What follows belongs to an exercise in optimizing a design on an open flow for small area, a short achievable clock period and few clock cycles; a production flow would make more cautious choices. At most, simulation tests tie the RTL to the original design; equivalence was not proved. The clock input has no modelled driver; a real chip could not lean on it and would need a root buffer or a full tree. No activity file was given, so power comes from the tool's default toggle rates.

## run a
Design axi4_lite_system, start of the top module:
module axi4_lite_system (
    input  wire        clk,
    input  wire        resetn,
    input  wire        usr_write_req,
    input  wire        usr_read_req,
    input  wire [31:0] usr_araddr,
    input  wire [31:0] usr_awaddr,
    input  wire [31:0] usr_wdata,
    input  wire [3:0]  usr_wstrb,
    output wire [31:0] usr_rdata,
    output wire        usr_wr_busy,
    output wire        usr_wr_done,
    output wire [1:0]  usr_wr_resp,
    output wire        usr_rd_busy,
    output wire        usr_rd_done,
    output wire [1:0]  usr_rd_resp
);
Size in the first run: ~160 flip-flops, about 140 I/O pins, about 0.0063 sq mm of cells after synthesis.
==> module axi4_lite_system, before the edit <==
module axi4_lite_system (
    input  wire        clk,
    input  wire        resetn,
    input  wire        usr_write_req,
    input  wire        usr_read_req,
    input  wire [31:0] usr_araddr,
    input  wire [31:0] usr_awaddr,
    input  wire [31:0] usr_wdata,
    input  wire [3:0]  usr_wstrb,
    output wire [31:0] usr_rdata,
    output wire        usr_wr_busy,
    output wire        usr_wr_done,
    output wire [1:0]  usr_wr_resp,
    output wire        usr_rd_busy,
    output wire        usr_rd_done,
    output wire [1:0]  usr_rd_resp
);
    reg [31:0] slv_reg0, slv_reg1, slv_reg2, slv_reg3;
    reg [31:0] rdata;
    reg        wr_done, rd_done;
    reg        wr_err, rd_err;
    wire aw_ok = (usr_awaddr[1:0] == 2'b00);
    wire [31:0] wdata_r = usr_wdata & {32{resetn}};
    wire [3:0]  aw_lo_zero;
    wire [3:0]  req_strb;
    wire [15:0] lane_en;
    genvar r, b;
    generate
        for (b = 0; b < 4; b = b + 1) begin : g_strb
            axi_and2 u_req_strb (.a(usr_write_req), .b(usr_wstrb[b]), .y(req_strb[b]));
        end
        for (r = 0; r < 4; r = r + 1) begin : g_reg
            axi_nor2 u_aw_lo (.a(usr_awaddr[0]), .b(usr_awaddr[1]), .y(aw_lo_zero[r]));
            for (b = 0; b < 4; b = b + 1) begin : g_lane
                axi_lane #(.REG(r)) u_lane (.ok(aw_lo_zero[r]), .a(usr_awaddr[3:2]),
                                 .strb(req_strb[b]), .resetn(resetn), .en(lane_en[4*r+b]));
            end
        end
    endgenerate
    always @(posedge clk) begin
        if (lane_en[0])  slv_reg0[7:0]   <= wdata_r[7:0];
        if (lane_en[1])  slv_reg0[15:8]  <= wdata_r[15:8];
        if (lane_en[2])  slv_reg0[23:16] <= wdata_r[23:16];
        if (lane_en[3])  slv_reg0[31:24] <= wdata_r[31:24];
        if (lane_en[4])  slv_reg1[7:0]   <= wdata_r[7:0];
        if (lane_en[5])  slv_reg1[15:8]  <= wdata_r[15:8];
        if (lane_en[6])  slv_reg1[23:16] <= wdata_r[23:16];
        if (lane_en[7])  slv_reg1[31:24] <= wdata_r[31:24];
        if (lane_en[8])  slv_reg2[7:0]   <= wdata_r[7:0];
        if (lane_en[9])  slv_reg2[15:8]  <= wdata_r[15:8];
        if (lane_en[10]) slv_reg2[23:16] <= wdata_r[23:16];
        if (lane_en[11]) slv_reg2[31:24] <= wdata_r[31:24];
        if (lane_en[12]) slv_reg3[7:0]   <= wdata_r[7:0];
        if (lane_en[13]) slv_reg3[15:8]  <= wdata_r[15:8];
        if (lane_en[14]) slv_reg3[23:16] <= wdata_r[23:16];
        if (lane_en[15]) slv_reg3[31:24] <= wdata_r[31:24];
    end
    wire [15:0] rsel;
    wire [3:0]  ar_ok, ar_bad;
    wire        ar_valid = ar_ok[0];
    wire [31:0] rdata_d;
    genvar i;
    generate
        for (i = 0; i < 4; i = i + 1) begin : g_rsel
            axi_dec2 u_dec (.a0(usr_araddr[2]), .a1(usr_araddr[3]), .d(rsel[4*i +: 4]));
            axi_nor2 u_ok  (.a(usr_araddr[1]), .b(usr_araddr[0]), .y(ar_ok[i]));
            axi_or2  u_bad (.a(usr_araddr[1]), .b(usr_araddr[0]), .y(ar_bad[i]));
        end
        for (i = 0; i < 32; i = i + 1) begin : g_rbit
            axi_rbit #(.BAD(((32'hDEADDEAD >> i) & 1) != 0)) u_rbit (
                .sel(rsel[4*(i/8) +: 4]), .ok(ar_ok[i/8]), .bad(ar_bad[i/8]),
                .r({slv_reg3[i], slv_reg2[i], slv_reg1[i], slv_reg0[i]}),
                .d(rdata_d[i]));
        end
    endgenerate
    always @(posedge clk) rdata <= rdata_d;
    always @(posedge clk) begin
        wr_err <= ~aw_ok;
        rd_err <= ~ar_valid;
    end
    always @(posedge clk) begin
        wr_done <= usr_write_req & resetn;
        rd_done <= usr_read_req & resetn;
    end
    assign usr_rdata   = rdata;
    assign usr_wr_busy = wr_done;
    assign usr_wr_done = wr_done;
    assign usr_wr_resp = {2{wr_err}};
    assign usr_rd_busy = rd_done;
    assign usr_rd_done = rd_done;
    assign usr_rd_resp = {2{rd_err}};
endmodule
==> module axi_lane, before the edit <==
module axi_lane #(parameter REG = 0) (
    input  wire       ok,
    input  wire [1:0] a,
    input  wire       strb,
    input  wire       resetn,
    output wire       en
);
    assign en = ~resetn | (ok & strb & (a == REG));
endmodule
==> flow/config.mk <==
export PLATFORM = sky130hd
export DESIGN_NAME = axi4_lite_system
export DESIGN_NICKNAME = axi4_lite_system
export VERILOG_FILES = /design/flow/design.v
export SDC_FILE = /design/flow/constraint.sdc
export NUM_CORES = 4
export LEC_CHECK = 0
export CAP_MARGIN = 20
export CORE_MARGIN = 2
export CORE_UTILIZATION = 65
export PLACE_DENSITY = 0.85
export SLEW_MARGIN = 20
export SYNTH_HIERARCHICAL = 1
export SYNTH_MINIMUM_KEEP_SIZE = 0
==> flow/constraint.sdc <==
create_clock -name core_clock -period 3.0 [get_ports {clk}]
set_input_delay 0.6000 -clock core_clock [delete_from_list [all_inputs] [get_ports {clk}]]
set_output_delay 0.6000 -clock core_clock [all_outputs]
set_load 0.01 [all_outputs]
standard.sh (not shown) runs the stock make flow with config.mk's settings and CLKGATE_MAP_FILE= SYNTH_SCRIPT=/design/flow/synth_recipe.tcl, a recipe that flattens the netlist after the stock synthesis.
==> flow/flow/run.sh <==
#!/bin/bash
# Own layout flow: the standard ORFS flow (standard.sh, standard synthesis
# unchanged) with these changes, all made through ORFS's documented hook
# scripts and variables:
#  - ports are buffered with the smallest buffer (buf_1);
#  - after floorplan, every combinational cell from synthesis is set to its
#    smallest drive strength (downsize.tcl), so that only cells on slow paths
#    are sized up later;
#  - the clock tree is built by hand (mycts.tcl) in place of TritonCTS: the
#    clock port drives CLK_NROOT root buffers, which drive CLK_NBUF leaf
#    buffers, each driving one cluster of flip-flops (k-means on position).
#    Every flip-flop is exactly two buffers from the port (a balanced tree);
#  - after the clock tree (post_cts.tcl): output-port buffers are set to
#    OUT_BUF and flip-flops that drive two output buffers to OUT_FF_MULTI;
#    then repair_timing sizes up cells on the input-side paths that are
#    slower than the output paths plus MY_MARGIN_DELTA ns.
#    Then an area recovery pass (MY_RECOVER) sets each cell, largest first,
#    to the smallest size that keeps the input-side slack where repair left it.
# Each tool's output is in orfs/logs/ (one log per step, as ORFS writes
# them); make's own output goes to flow_make.log.
set -euo pipefail
HERE=$(pwd)
export BUFFER_PORTS_ARGS="-buffer_cell sky130_fd_sc_hd__buf_1"
export POST_FLOORPLAN_TCL=$HERE/flow/downsize.tcl
export PRE_CTS_TCL=$HERE/flow/mycts.tcl
export POST_CTS_TCL=$HERE/flow/post_cts.tcl
export CLK_NBUF=6
export CLK_NROOT=3
export CLK_ROOT_BUF=sky130_fd_sc_hd__buf_12
export CLK_BUF=sky130_fd_sc_hd__buf_12
export MY_MARGIN_DELTA=0.3
export OUT_FF_MULTI=sky130_fd_sc_hd__dfxtp_2
export OUT_BUF=sky130_fd_sc_hd__buf_2
export MY_SEQUENCE=sizeup
export MY_RECOVER=1
bash standard.sh finish > flow_make.log 2>&1
Other scripts of this flow, unchanged in this note and not shown: flow/flow/downsize.tcl, flow/flow/mycts.tcl, flow/flow/post_cts.tcl
Input-level comparison between run b and run a:
--- a/flow/design.v
+++ b/flow/design.v
@@ -19,24 +19,26 @@
     reg [31:0] rdata;
     reg        wr_done, rd_done;
     reg        wr_err, rd_err;
     wire aw_ok = (usr_awaddr[1:0] == 2'b00);
     wire [31:0] wdata_r = usr_wdata & {32{resetn}};
     wire [3:0]  aw_lo_zero;
+    wire [3:0]  aw_reg;
     wire [3:0]  req_strb;
     wire [15:0] lane_en;
+    axi_dec2 u_aw_dec (.a0(usr_awaddr[2]), .a1(usr_awaddr[3]), .d(aw_reg));
     genvar r, b;
     generate
         for (b = 0; b < 4; b = b + 1) begin : g_strb
             axi_and2 u_req_strb (.a(usr_write_req), .b(usr_wstrb[b]), .y(req_strb[b]));
         end
         for (r = 0; r < 4; r = r + 1) begin : g_reg
             axi_nor2 u_aw_lo (.a(usr_awaddr[0]), .b(usr_awaddr[1]), .y(aw_lo_zero[r]));
             for (b = 0; b < 4; b = b + 1) begin : g_lane
-                axi_lane #(.REG(r)) u_lane (.ok(aw_lo_zero[r]), .a(usr_awaddr[3:2]),
-                                 .strb(req_strb[b]), .resetn(resetn), .en(lane_en[4*r+b]));
+                axi_lane u_lane (.ok(aw_lo_zero[r]), .sel(aw_reg[r]), .strb(req_strb[b]),
+                                 .resetn(resetn), .en(lane_en[4*r+b]));
             end
         end
     endgenerate
     always @(posedge clk) begin
         if (lane_en[0])  slv_reg0[7:0]   <= wdata_r[7:0];
         if (lane_en[1])  slv_reg0[15:8]  <= wdata_r[15:8];
@@ -99,20 +101,15 @@
     assign d[2] =  a1 & ~a0;
     assign d[3] =  a1 &  a0;
 endmodule
 module axi_and2 (input wire a, input wire b, output wire y);
     assign y = a & b;
 endmodule
-module axi_lane #(parameter REG = 0) (
-    input  wire       ok,
-    input  wire [1:0] a,
-    input  wire       strb,
-    input  wire       resetn,
-    output wire       en
-);
-    assign en = ~resetn | (ok & strb & (a == REG));
+module axi_lane (input wire ok, input wire sel, input wire strb, input wire resetn,
+                 output wire en);
+    assign en = ~resetn | (ok & sel & strb);
 endmodule
 module axi_or2 (input wire a, input wire b, output wire y);
     assign y = a | b;
 endmodule
 module axi_rbit #(parameter BAD = 1'b0) (
     input  wire [3:0] sel,
==> comparison <==
Against run a, run b reports a count of distinct cell types in the synthesized netlist that is lower.
Summary of run b over run a: worst voltage drop across the vdd grid went up 0.000044 V, utilization climbed 1.1 points, portion of total power attributed to the clock network now sits at about the same level, starting utilization of the core area ~0 delta.
| combinational share of power | run b vs run a | 0.3 points higher |
Critical path depth (run b over run a): decrease, 1
Overall routed net length: run a and run b compared, lower one is run a
Run b vs. run a: routability congestion estimate rose 6.8%; synthesized-area fraction occupied by ao, oa, aoi and oai cells fell 0.71 points; die footprint fell 62 sq um.
Testbench counts of run b, summed over its fixed seeds: cycles 2,400.
No functional check of the RTL was part of run a. No run of this note takes its clock network from TritonCTS; it comes from the design's own scripts or RTL.

## static timing again, ports no longer ideal
In the flow no input, the clock included, has a driving cell. The finished layouts below were timed again as built, in two steps. Step 1, drivers: a clkbuf_16 drives clk and a buf_2 each remaining input, both assumed. Step 2, shift: input delay + t, output delay - t, t = (earliest + latest rising clock arrival at the registers) / 2. This alone moves slack from input paths to output paths. a / b / c = no drivers / after step 1 / after step 2; a / b = the first two.
run	t (ns)	slack for setup (ns)	worst register clock-pin slew, ns	pins driven straight from the clock port
run a	0.305	1.539 / 1.562 / 1.256	0.11 / 0.11	3
run b	0.305	1.663 / 1.607 / 1.362	0.11 / 0.11	3
After both steps setup and hold are still met in every run listed. For run b, which loses most, drivers alone change the setup slack by -0.056 ns; drivers and shift together by -0.301 ns.
